This design comes from an exercise in tuning for small area on the open sky130 flow, not from production work.
Function was checked by simulation only, so behaviour that the tests miss may differ from the original.
No activity file was given, so power comes from the tool's default toggle rates.

==> inputs of v18 <==
## top
module top (
    input axi_clk,axi_rst_n,
    output reg m_axis_valid,
    output [127:0] m_axis_data,
    input m_axis_ready,
    input s_axis_valid,
    input [63:0] s_axis_data,
    output s_axis_ready
);
==> flow/config.mk <==
export PLATFORM = sky130hd
export DESIGN_NAME = top
export DESIGN_NICKNAME = top
export VERILOG_FILES = /design/flow/design.v
export SDC_FILE = /design/flow/constraint.sdc
export NUM_CORES = 4
export LEC_CHECK = 0
export ABC_AREA = 1
export CAP_MARGIN = 20
export CORE_MARGIN = 2
export CORE_UTILIZATION = 40
export PLACE_DENSITY = 0.6
export SLEW_MARGIN = 20
==> flow/constraint.sdc <==
create_clock -name core_clock -period 8.0 [get_ports {axi_clk}]
set_input_delay 1.6000 -clock core_clock [delete_from_list [all_inputs] [get_ports {axi_clk}]]
set_output_delay 1.6000 -clock core_clock [all_outputs]
set_load 0.01 [all_outputs]
run.sh (not shown) runs the stock make flow with config.mk's settings and CLKGATE_MAP_FILE= SYNTH_SCRIPT=/design/flow/synth_recipe.tcl, a recipe that flattens the netlist after the stock synthesis.
==> v23 (differences from v18) <==
--- a/flow/config.mk
+++ b/flow/config.mk
@@ -5,7 +5,6 @@
 export SDC_FILE = /design/flow/constraint.sdc
 export NUM_CORES = 4
 export LEC_CHECK = 0
-export ABC_AREA = 1
 export CAP_MARGIN = 20
 export CORE_MARGIN = 2
 export CORE_UTILIZATION = 40
==> notes <==
Between v23 and v18, the lower die area is in v18 (gap about 3.5%, measured against v18). Combinational power is about the same in v18 and v23. Of v23 and v18, v18 has the higher final cell count (gap about 3.3%, measured against v18). Between v18 and v23, the lower global-route usage is in v23 (gap 0.73 points). Area after synthesis: v18 is lower than v23 (about 3.4%). Clock skew: v18 is higher than v23 (0.0023 ns). Critical path depth: v23 is lower than v18 (2). In wire length, v18 and v23 hardly differ.


==> inputs of cedar <==
top, a different RTL version from the one above (not shown whole).
clock: 8.0 ns
lec_check: 0
cap_margin: 20
core_margin: 2
core_utilization: 55
gpl_timing_driven: 0
place_density: 0.7
slew_margin: 20
standard.sh (not shown) runs the stock make flow with config.mk's settings and CLKGATE_MAP_FILE= SYNTH_SCRIPT=/design/flow/synth_recipe.tcl, a recipe that flattens the netlist after the stock synthesis.
==> flow/flow/run.sh <==
#!/bin/bash
# Layout flow: the standard synthesis (for the register set and names), then
# the combinational logic is replaced by the gate-level netlist that
# flow/gen.py builds (the same gates as rtl/), then the standard layout.
set -euo pipefail
R=orfs/results/sky130hd/top/base
bash standard.sh synth > synth.log 2>&1
cp $R/1_2_yosys.v $R/1_2_yosys_std.v
python3 flow/gen.py net $R/1_2_yosys_std.v $R/1_2_yosys.v > gen.log 2>&1
rm -f $R/1_synth.odb $R/1_synth.sdc
bash standard.sh "BUFFER_PORTS_ARGS=-buffer_cell sky130_fd_sc_hd__buf_1" finish > layout.log 2>&1
Other scripts of this flow, unchanged in this note and not shown: flow/flow/gen.py
==> ember: changes against cedar <==
--- a/flow/flow/run.sh
+++ b/flow/flow/run.sh
@@ -10,2 +10,2 @@
 rm -f $R/1_synth.odb $R/1_synth.sdc
-bash standard.sh "BUFFER_PORTS_ARGS=-buffer_cell sky130_fd_sc_hd__buf_1" finish > layout.log 2>&1
+bash standard.sh finish > layout.log 2>&1
Settings changed: CORE_UTILIZATION 55 to 40, GPL_TIMING_DRIVEN 0 to unset, PLACE_DENSITY 0.7 to 0.6.
==> indigo: changes against cedar <==
Settings changed: CORE_UTILIZATION 55 to 65, CTS_CLUSTER_DIAMETER set to 100, CTS_CLUSTER_SIZE set to 30, PLACE_DENSITY 0.7 to 0.8.
==> raven: changes against cedar <==
Settings changed: CTS_CLUSTER_DIAMETER set to 100, CTS_CLUSTER_SIZE set to 30.
==> results.cfg <==
[run_status]
status = timing/DRC/antenna clean

[clock_tree]
h-tree-depth = 1
clk-insertion-delay-late_ns = 0.60

[timing]
relSlewSlack_pct = 22.7
fmax_mhz = 127

[cells_and_area]
synthToLayoutAreaGrowth_pct = 9.90
buffers = 272
drive_gt1_share_pct = 13.5
seq_share_pct = 20.6
fin_area_mm2 = 0.0392

[setup_path]
path_max_fanout = 23
cp_num_buf_inv = 2

[pwr]
seqPwrFrac_pct = 23.8

[die]
fp-row-count = 85

[global_routing]
grt_pass1_wl_um = 160000
-- figures above: indigo

==> results.cfg <==
[run_status]
status = timing/DRC/antenna clean

[cells_and_area]
drive_gt1_share_pct = 13.1
antennaDiodeCount = 0
synthToLayoutAreaGrowth_pct = 10.8
fin_area_mm2 = 0.0396
buffers = 211
seq_share_pct = 20.5

[setup_path]
path_max_fanout = 28
critical_path_class = reg -> reg
cp_num_buf_inv = 1

[die]
fp-row-count = 93

[clock_tree]
clk-insertion-delay-late_ns = 0.60
h-tree-depth = 2
postCtsSetupBuffers = 0

[route]
met2_length_um = 45900

[global_routing]
grt_pass1_wl_um = 159000

[pwr]
pg_comb_uw = 12000
seqPwrFrac_pct = 23.0

[timing]
fmax_mhz = 127
relSlewSlack_pct = 23.5
-- figures above: cedar

==> results.cfg <==
[timing]
finClkSkew_ns = 0.0330
layout_setup_ws_ns = 0.0743
relSlewSlack_pct = 24.0
hold_slack_ns = 0.499
fmax_mhz = 126
hold_viol_final = 0

[run_status]
status = timing/DRC/antenna clean

[cells_and_area]
synthToLayoutAreaGrowth_pct = 9.02
seq_share_pct = 20.8
buffers = 209
num-nonclk-inverters = 81
fin_area_mm2 = 0.0389
antennaDiodeCount = 1

[die]
die_y_um = 259
start_util_pct = 55.5
fp-row-count = 93

[setup_path]
cp_num_buf_inv = 2

[place]
placed_cells = 4024

[global_routing]
grt_pass1_wl_um = 157000

[clock_tree]
clk-insertion-delay-late_ns = 0.61
-- figures above: raven

==> results.cfg <==
[cells_and_area]
num-fill-cells = 8126
seq_share_pct = 19.3
synthToLayoutAreaGrowth_pct = 17.1
fin_area_mm2 = 0.0418
drive_gt1_share_pct = 14.0

[global_routing]
grt_pass1_wl_um = 168000
grt_use_total_pct = 24.7

[clock_tree]
postCtsHoldBufs = 0
clk-insertion-delay-late_ns = 0.60
h-tree-depth = 2

[pwr]
seqPwrFrac_pct = 22.3

[run_status]
status = timing/DRC/antenna clean

[timing]
relSlewSlack_pct = 23.0
fmax_mhz = 131

[die]
fp-row-count = 109

[setup_path]
path_max_fanout = 21
cp_num_buf_inv = 3
required_ns = 8.50
-- figures above: ember



==> inputs of build 9 <==
Starting RTL as in the previous note.
export LEC_CHECK = 0
export CAP_MARGIN = 20
export CORE_MARGIN = 2
export CORE_UTILIZATION = 55
export CTS_CLUSTER_DIAMETER = 80
export CTS_CLUSTER_SIZE = 25
export GPL_TIMING_DRIVEN = 0
export PLACE_DENSITY = 0.7
export SLEW_MARGIN = 20
create_clock -name core_clock -period 8.0 [get_ports {axi_clk}]
==> flow/flow/run.sh <==
#!/bin/bash
# Layout flow: the standard synthesis (for the register set and names), then
# the combinational logic is replaced by the gate-level netlist that
# flow/gen.py builds (the same gates as rtl/), then the standard layout.
set -euo pipefail
R=orfs/results/sky130hd/top/base
bash standard.sh synth > synth.log 2>&1
cp $R/1_2_yosys.v $R/1_2_yosys_std.v
python3 flow/gen.py net $R/1_2_yosys_std.v $R/1_2_yosys.v > gen.log 2>&1
rm -f $R/1_synth.odb $R/1_synth.sdc
bash standard.sh "BUFFER_PORTS_ARGS=-buffer_cell sky130_fd_sc_hd__buf_1" finish > layout.log 2>&1
Other scripts of this flow, unchanged in this note and not shown: flow/flow/gen.py
==> trial 77 (differences from build 9) <==
CORE_UTILIZATION = 40   (was 55)
CTS_CLUSTER_DIAMETER = not set   (was 80)
CTS_CLUSTER_SIZE = not set   (was 25)
PLACE_DENSITY = 0.6   (was 0.7)
==> run summary <==
| quantity | trial 77 | build 9 |
|---|---|---|
| Area occupied by multi-input gates | 0.0274 mm^2 | 0.0274 mm^2 |
| Start point of the worst hold path | uut.row[1].col[1].mac.nacc[0] | uut.row[3].col[0].mac.nacc[0] |
| Combinational group share of total power | 0.656 | 0.666 |
| Switching power | 0.00800 W | 0.00808 W |
| Routability congestion estimate from global placement | 0.855 | 0.917 |
| Final cell count without fillers | 4457 | 4094 |
| Terminus of the critical flop-to-flop path | uut.row[2].col[2].mac.nacc[15] | uut.row[1].col[3].mac.nacc[15] |
| Status | timing/DRC/antenna clean | timing/DRC/antenna clean |
| Slew Limit Headroom | 0.252 | 0.232 |
| Worst path setup slack after routing | 0.217 ns | 0.128 ns |
| Routed metal-1 wire length | 43200 um | 38100 um |
| Starting density of the core | 0.404 | 0.555 |
| Die Footprint | 0.0917 mm^2 | 0.0670 mm^2 |
| Met3 track utilization from global routing | 0.0592 | 0.104 |

## afterwards: timing with drivers on the ports
No port has a modelled driver above. Below, the same layouts with a new extraction and two added sets of constraints.
Step 1 (the two cells are an assumption about what drives the block):
set clk [get_ports {axi_clk}]
set_driving_cell -lib_cell sky130_fd_sc_hd__clkbuf_16 $clk
set_driving_cell -lib_cell sky130_fd_sc_hd__buf_2 [delete_from_list [all_inputs] $clk]
Step 2 moves the port delays by t, midway between the first and last clock arrival at a register: inputs arrive t later, outputs are due t later. That takes back most of the time a late clock gives input paths.
Slacks: ideal ports / drivers / drivers and shift; pairs: ideal ports / drivers.
| run | t (ns) | slack for setup (ns) | slew at the worst register clock pin (ns) |
|---|---|---|---|
| v18 | 0.631 | 0.108 / 0.153 / -0.477 | 0.07 / 0.07 |
| v23 | 0.647 | 0.140 / 0.188 / -0.460 | 0.06 / 0.06 |
| cedar | 0.663 | 0.110 / 0.110 / 0.110 | 0.07 / 0.07 |
| ember | 0.649 | 0.355 / 0.355 / 0.355 | 0.06 / 0.06 |
| indigo | 0.637 | 0.125 / 0.125 / 0.125 | 0.12 / 0.12 |
| raven | 0.663 | 0.074 / 0.074 / 0.074 | 0.11 / 0.11 |
| build 9 | 0.647 | 0.128 / 0.128 / 0.128 | 0.09 / 0.09 |
| trial 77 | 0.656 | 0.217 / 0.217 / 0.217 | 0.06 / 0.06 |
With both steps, setup timing fails in v18 and v23, where it was met with ideal ports. The setup slack of v23, which loses most, moves by +0.048 ns with the drivers and by -0.600 ns with both steps.
